What follows belongs to an exercise in optimizing a design on an open flow for small area, a short achievable clock period and few clock cycles per item; a production flow would make more cautious choices.
Only simulation tests tie the RTL to the original design; equivalence was not proved.
Power is estimated from default activity; no workload was simulated.

nickel:
Design gzip_top, start of the top module:
module gzip_top
    #(
        parameter OUT_FIFO_LOG = 3
    )
    (
    input          clk,
    input          rst_n,
    input          wr_en_fifo_in,
    input  [31:0]  din_fifo_in,
    input          rd_en_fifo_out,
    input          rev_endianess_in,
    input  [1:0]   btype_in,
    output [127:0] debug_reg,
    output         full_in_fifo,
    output [31:0]  dout_out_fifo_32,
    output reg     last_out_fifo_32,
    output         empty_out_fifo,
    output         irq
    );
For scale: about 61000 cells after synthesis, ~200 I/O pins, ~680000 um^2 of cells after synthesis.
Settings: LEC_CHECK=0, ABC_CLOCK_PERIOD_IN_PS=4000, CAP_MARGIN=40, CORE_MARGIN=2, CORE_UTILIZATION=46, SETUP_SLACK_MARGIN=4.5, SLEW_MARGIN=40, SYNTH_MEMORY_MAX_BITS=16384; clock period 9.0 ns.
run.sh (not shown) runs the stock make flow with config.mk's settings and CLKGATE_MAP_FILE= SYNTH_SCRIPT=/design/flow/synth_recipe.tcl, a recipe that flattens the netlist after the stock synthesis.
Testbench counts of nickel, summed over its fixed seeds: cycles 40,059, bytes 78,731.
diff inputs: nickel => ember
Settings: putting CTS_CLUSTER_DIAMETER at 80 where nothing was set; putting CTS_CLUSTER_SIZE at 20 where nothing was set; swapping 46 for 36 in CORE_UTILIZATION.
==> comparison <==
- ember finished all stages; layout check result: FAIL, due to antenna rules.
- Of ember and nickel, it is ember that has the lower clock share of power.
- Comparing wire length for ember and nickel, the smaller number came from ember.
- Diff nickel -> ember: number of buffers inserted during clock tree synthesis moved down; clock insertion delay at the later pin of the skew report level; critical path data required time moved down.
- ember against nickel: total routing usage reported by global routing now smaller, growth of design area from synthesis to finish now smaller.
--- input diff ember..harbor ---
Settings: changing CORE_UTILIZATION from 36 to 43.
- harbor closes out successfully: all stages finished, all timing, DRC and antenna checks passed.
- STATUS run=ember STAGES=ALL_DONE FINAL_CHECKS=FAILED CAUSE=antenna rules
- Wire: harbor routes more than ember
- Fmax in harbor is about 1.3% lower than in ember
- Final standard cell utilization of the core in harbor is 7.6 points above ember.
> inputs changed (harbor -> onyx)
Settings: setting GPL_ROUTABILITY_DRIVEN to 0 for the first time.
### Flow results
- harbor → onyx: port buffer count did not really move, count of instances resized after the clock tree is built -1098.
- Relative to harbor, onyx improves worst-case setup slack after placement.
- The synthesized area of harbor and that of onyx are within noise of each other.
- In onyx, the HPWL after detailed placement came out about 20% below the value in harbor.
- onyx did not finish: a tool error stopped it during 5_1_grt.
- In terms of die width, harbor and onyx differ only marginally.
- Diff harbor -> onyx: standard cell area after detailed placement dropped 0.92%; placed cell count dropped about 0.7%.
diff inputs: onyx => pepper
Settings: a deleted GPL_ROUTABILITY_DRIVEN that had been 0; a change of SETUP_SLACK_MARGIN from 4.5 to 5; a change of CORE_UTILIZATION from 43 to 38.
### Flow results
Against onyx, pepper comes in 5.0 points lower on initial standard-cell utilization of the core.
On half-perimeter wire length after placement: between onyx and pepper, it ends up lower for onyx.
pepper ended with every stage complete and zero timing, DRC or antenna violations.
pepper against onyx: sequential cell area fraction in the yosys report was more or less identical; die width went up by 6.4%; number of cells upsized or downsized after cts increased by 96% relative to the old numbers.
Going from onyx to pepper, multiplexer share of the synthesized area flat, number of CTS-inserted buffers up 85, placement-stage cell area up 8700 um^2.

========
Starting RTL as in the previous note.
// gzip_top
module gzip_top
    #(
        parameter OUT_FIFO_LOG = 3
    )
    (
    input          clk,
    input          rst_n,
    input          wr_en_fifo_in,
    input  [31:0]  din_fifo_in,
    input          rd_en_fifo_out,
    input          rev_endianess_in,
    input  [1:0]   btype_in,
    output [127:0] debug_reg,
    output         full_in_fifo,
    output [31:0]  dout_out_fifo_32,
    output reg     last_out_fifo_32,
    output         empty_out_fifo,
    output         irq
    );
Settings: LEC_CHECK=0, ABC_CLOCK_PERIOD_IN_PS=4000, CAP_MARGIN=40, CORE_MARGIN=2, CORE_UTILIZATION=46, CTS_CLUSTER_DIAMETER=80, CTS_CLUSTER_SIZE=20, SETUP_SLACK_MARGIN=5, SLEW_MARGIN=40, SYNTH_MEMORY_MAX_BITS=16384; clock period 9.0 ns.
The first run ran to the end with no violations.
Testbench counts at the start, summed over its fixed seeds: cycles 40,059, bytes 78,731.
Change:
--- a/flow/config.mk
+++ b/flow/config.mk
@@ -9,8 +9,8 @@
 export CAP_MARGIN = 40
 export CORE_MARGIN = 2
-export CORE_UTILIZATION = 46
-export CTS_CLUSTER_DIAMETER = 80
-export CTS_CLUSTER_SIZE = 20
-export SETUP_SLACK_MARGIN = 5
+export CORE_UTILIZATION = 43
+export CTS_CLUSTER_DIAMETER = 90
+export CTS_CLUSTER_SIZE = 24
+export SETUP_SLACK_MARGIN = 4.5
 export SLEW_MARGIN = 40
 export SYNTH_MEMORY_MAX_BITS = 16384
Wire length rose by 3.9%. Combinational power falls by about 8%. Setup slack hardly moves. Die area came out higher by 7.0%. Non-clock buffer count is higher by 38. Worst hold slack is better by 27 ps. Area after synthesis is unchanged. Clock power decreases by 4.8%. Design area hardly moves. Via count is lower by 0.40%. Sequential share of layout area barely changes.
Change:
--- a/flow/config.mk
+++ b/flow/config.mk
@@ -9,7 +9,7 @@
 export CAP_MARGIN = 40
 export CORE_MARGIN = 2
-export CORE_UTILIZATION = 43
-export CTS_CLUSTER_DIAMETER = 90
-export CTS_CLUSTER_SIZE = 24
+export CORE_UTILIZATION = 40
+export CTS_CLUSTER_DIAMETER = 80
+export CTS_CLUSTER_SIZE = 20
 export SETUP_SLACK_MARGIN = 4.5
 export SLEW_MARGIN = 40
What happened: Setup slack is better by 170 ps; die area rose by a little under a tenth; final area rises slightly; non-clock buffer count falls by 10.

-- re-timing with driven ports --
In the flow no input, the clock included, has a driving cell. The finished layouts below were timed again as built, in two steps. Step 1 assumes that a clkbuf_16 drives the clock port and a buf_2 every other input. Step 2 times the ports against the registers' clock, not the clock port: input delays grow and output delays shrink by t, the midpoint of the rising clock arrivals with the driver on. a / b / c = ideal / step 1 / step 2; a / b = the first two.
| run | shift t [ns] | setup WS [ns] | clock arrival spread, ns | worst slew at a driven data input, ns |
|---|---|---|---|---|
| nickel | 1.591 | 3.075 / 3.075 / 3.075 | 0.191 / 0.191 | 0.06 |
| ember | 1.570 | 3.401 / 3.401 / 3.401 | 0.222 / 0.221 | 0.10 |
| harbor | 1.563 | 3.328 / 3.328 / 3.328 | 0.130 / 0.129 | 0.05 |
| pepper | 1.555 | 3.440 / 3.440 / 3.440 | 0.202 / 0.202 | 0.07 |
| the first run of note 2 | 1.512 | 3.227 / 3.227 / 3.227 | 0.153 / 0.153 | 0.07 |
| the second run of note 2 | 1.553 | 3.229 / 3.229 / 3.229 | 0.109 / 0.108 | 0.05 |
| the third run of note 2 | 1.559 | 3.397 / 3.397 / 3.397 | 0.168 / 0.168 | 0.05 |
